From an optimization exercise on the open Yosys and OpenROAD flow, aimed at small area and a short achievable clock period; shortcuts taken in it are not production practice. Only simulation tests tie the RTL to the original design; equivalence was not proved. The flow treats the clock pin as an ideal source. Dropping or thinning the clock tree relies on that and would not hold on a real chip. Power figures rest on the tool's default switching activity, not on a simulated workload.

## alu_top
module alu_top(
    input clk,
    input [7:0] a_in, b_in,
    input [3:0] command_in,
    input oe,
    output reg [15:0] d_out
    );
Size: roughly 640 cells after synthesis, roughly 39 flip-flops, about 38 I/O pins, ~5600 µm² of cells after synthesis.
export LEC_CHECK = 0
export CAP_MARGIN = 20
export CORE_MARGIN = 2
export CORE_UTILIZATION = 60
export SLEW_MARGIN = 20
create_clock -name core_clock -period 30.0 [get_ports {clk}]
standard.sh (not shown) runs the stock make flow with config.mk's settings and CLKGATE_MAP_FILE= SYNTH_SCRIPT=/design/flow/synth_recipe.tcl, a recipe that flattens the netlist after the stock synthesis.
==> flow/flow/run.sh <==
#!/bin/bash
set -euo pipefail
export BUFFER_PORTS_ARGS="-buffer_cell sky130_fd_sc_hd__buf_2"
export SETUP_SLACK_MARGIN=23.4
R=orfs/results/$FLOW_PLATFORM/alu_top/base
bash standard.sh cts > make_cts.log 2>&1
IN_ODB=$R/4_cts.odb OUT_ODB=$R/4_cts.odb openroad -exit -no_init flow/flatclk.tcl > flatclk.log 2>&1
bash standard.sh > make.log 2>&1
==> flow/flow/flatclk.tcl <==
read_db $::env(IN_ODB)
set block [ord::get_db_block]
set root [$block findInst clkbuf_0_clk]
set clknet [[$root findITerm A] getNet]
set rootnet [[$root findITerm X] getNet]
set leaves {}
foreach it [$rootnet getITerms] {
  if {[$it getInst] ne $root} { lappend leaves $it }
}
if {[llength $leaves] > 4} { error "[llength $leaves] leaf buffers: more than the clock port may drive" }
foreach it $leaves {
  set leaf [$it getInst]
  $it disconnect
  $it connect $clknet
  set lnet [[$leaf findITerm X] getNet]
  foreach s [$lnet getITerms] {
    set i [$s getInst]
    if {$i eq $leaf} { continue }
    if {![[$i getMaster] isSequential]} {
      puts "removing dummy load [$i getName] [[$i getMaster] getName]"
      odb::dbInst_destroy $i
    }
  }
  puts "leaf [$leaf getName] drives [expr {[llength [$lnet getITerms]] - 1}] pins"
}
puts "removing root buffer [$root getName]"
odb::dbInst_destroy $root
odb::dbNet_destroy $rootnet
puts "clock port drives [llength [$clknet getITerms]] pins"
detailed_placement
check_placement -verbose
write_db $::env(OUT_ODB)
==> next run, changes <==
==> flow/flow/run.sh (replaced) <==
#!/bin/bash
# The standard layout, with plain buffers (buf_2) on the ports in place of the
# delay buffers buffer_ports picks by default.  Every tool's output goes to
# make.log here; ORFS also keeps each step's log under orfs/logs/.
set -euo pipefail
export BUFFER_PORTS_ARGS="-buffer_cell sky130_fd_sc_hd__buf_2"
bash standard.sh > make.log 2>&1
removed: flow/flow/flatclk.tcl
Effect: Total power climbs by roughly a tenth. Sequential share of layout area hardly moves. Synthesized area stays the same. Maximum frequency falls by a few percent. Via count falls slightly. Worst hold slack improves by 0.0052 ns. First-iteration DRC count went up by a few percent. Final area hardly moves. Non-clock buffer count goes down by 5. Wire length barely changes. Setup slack degrades by 0.16 ns.
==> next run, changes <==
==> flow/flow/run.sh (replaced) <==
#!/bin/bash
# The standard layout, with plain buffers (buf_2) on the ports in place of the
# delay buffers buffer_ports picks by default, and a clock tree built from
# clkbuf_16 without sink clustering.  Every tool's output goes to make.log
# here; ORFS also keeps each step's log under orfs/logs/.
set -euo pipefail
export BUFFER_PORTS_ARGS="-buffer_cell sky130_fd_sc_hd__buf_2"
export CTS_ARGS="-repair_clock_nets -root_buf sky130_fd_sc_hd__clkbuf_16 -buf_list sky130_fd_sc_hd__clkbuf_16"
bash standard.sh > make.log 2>&1
The new run finished clean.
Total power came out higher by a few percent.
Design area came out higher slightly.
Sequential cell count does not change.
Die area stays the same.
Via count came out higher slightly.
Setup slack improves by 0.017 ns.
Register-to-register slack degrades by 0.03 ns.
Non-clock buffer count is unchanged.
==> next run, changes <==
==> flow/flow/run.sh (replaced) <==
#!/bin/bash
# The standard layout, with plain buffers (buf_2) on the ports in place of the
# delay buffers buffer_ports picks by default, and no dummy loads added to the
# clock tree.  Every tool's output goes to make.log here; ORFS also keeps each
# step's log under orfs/logs/.
set -euo pipefail
export BUFFER_PORTS_ARGS="-buffer_cell sky130_fd_sc_hd__buf_2"
export CTS_ARGS="-sink_clustering_enable -repair_clock_nets -dont_use_dummy_load"
bash standard.sh > make.log 2>&1
After rerunning: The new run went through all stages and came out clean. Synthesized cell count is unchanged. Cell count goes down slightly. Sequential power stays flat. Count of clock-buffer cells in the layout does not change.
==> next run, changes <==
==> flow/flow/run.sh (replaced) <==
#!/bin/bash
# The standard layout, with plain buffers (buf_2) on the ports in place of the
# delay buffers buffer_ports picks by default, and timing repair asked to
# leave 23.6 ns of setup slack at the design's 30 ns clock (the SDC is
# unchanged).  Every tool's output goes to make.log here; ORFS also keeps
# each step's log under orfs/logs/.
set -euo pipefail
export BUFFER_PORTS_ARGS="-buffer_cell sky130_fd_sc_hd__buf_2"
export SETUP_SLACK_MARGIN=23.6
bash standard.sh > make.log 2>&1
What happened: Wire length goes up by about 2.3%. Sequential power goes up by about 1%. Die area is unchanged. Design area goes up by 3.6%.
==> next run, changes <==
==> flow/flow/run.sh (replaced) <==
#!/bin/bash
# The standard layout, with plain buffers (buf_2) on the ports in place of the
# delay buffers buffer_ports picks by default, and timing repair asked to
# leave 23.3 ns of setup slack at the design's 30 ns clock (the SDC is
# unchanged).  Every tool's output goes to make.log here; ORFS also keeps
# each step's log under orfs/logs/.
set -euo pipefail
export BUFFER_PORTS_ARGS="-buffer_cell sky130_fd_sc_hd__buf_2"
export SETUP_SLACK_MARGIN=23.3
bash standard.sh > make.log 2>&1
Outcome: Core utilization fell by 0.85 points. Total power fell slightly. Fmax hardly moves. Flip-flop and latch count stays the same. Routed wire length fell slightly. Non-clock buffer count fell by 5. Sequential power fell slightly. Critical path depth does not change.

## port drivers added, routing unchanged
The results above use ideal ports. As a check the final layouts listed here were re-extracted and re-timed, cells and wires unchanged. Step 1 sets driving cells, clkbuf_16 on the clock port and buf_2 on the other inputs (assumed; they add their load-dependent delay and slew). Step 2 adds t to the input delays and takes it off the output delays; t is the mean of the earliest and latest rising clock arrival at the registers after step 1. Input paths then give back, and output paths get back, about the clock's delay inside the block. Three values: ideal ports, drivers, drivers and shift; two values: the first two.
run	t (ns)	setup slack, ns	worst setup path at the end	clock arrival spread, ns	cell pins on the clock port's net
the first run	0.197	23.425 / 23.364 / 23.299	input to register	0.028 / 0.028	4
the second run	0.332	23.264 / 23.228 / 23.204	input to register	0.008 / 0.008	1
the third run	0.328	23.281 / 23.239 / 23.213	input to register	0.004 / 0.004	1
the fourth run	0.325	23.278 / 23.242 / 23.226	input to register	0.027 / 0.027	1
the fifth run	0.334	23.257 / 23.222 / 23.341	input to register	0.006 / 0.006	1
the sixth run	0.335	23.264 / 23.226 / 23.204	input to register	0.006 / 0.006	1
After both steps setup and hold are still met in every run listed. The setup slack of the first run, which loses most, moves by -0.061 ns with the drivers and by -0.126 ns with both steps.
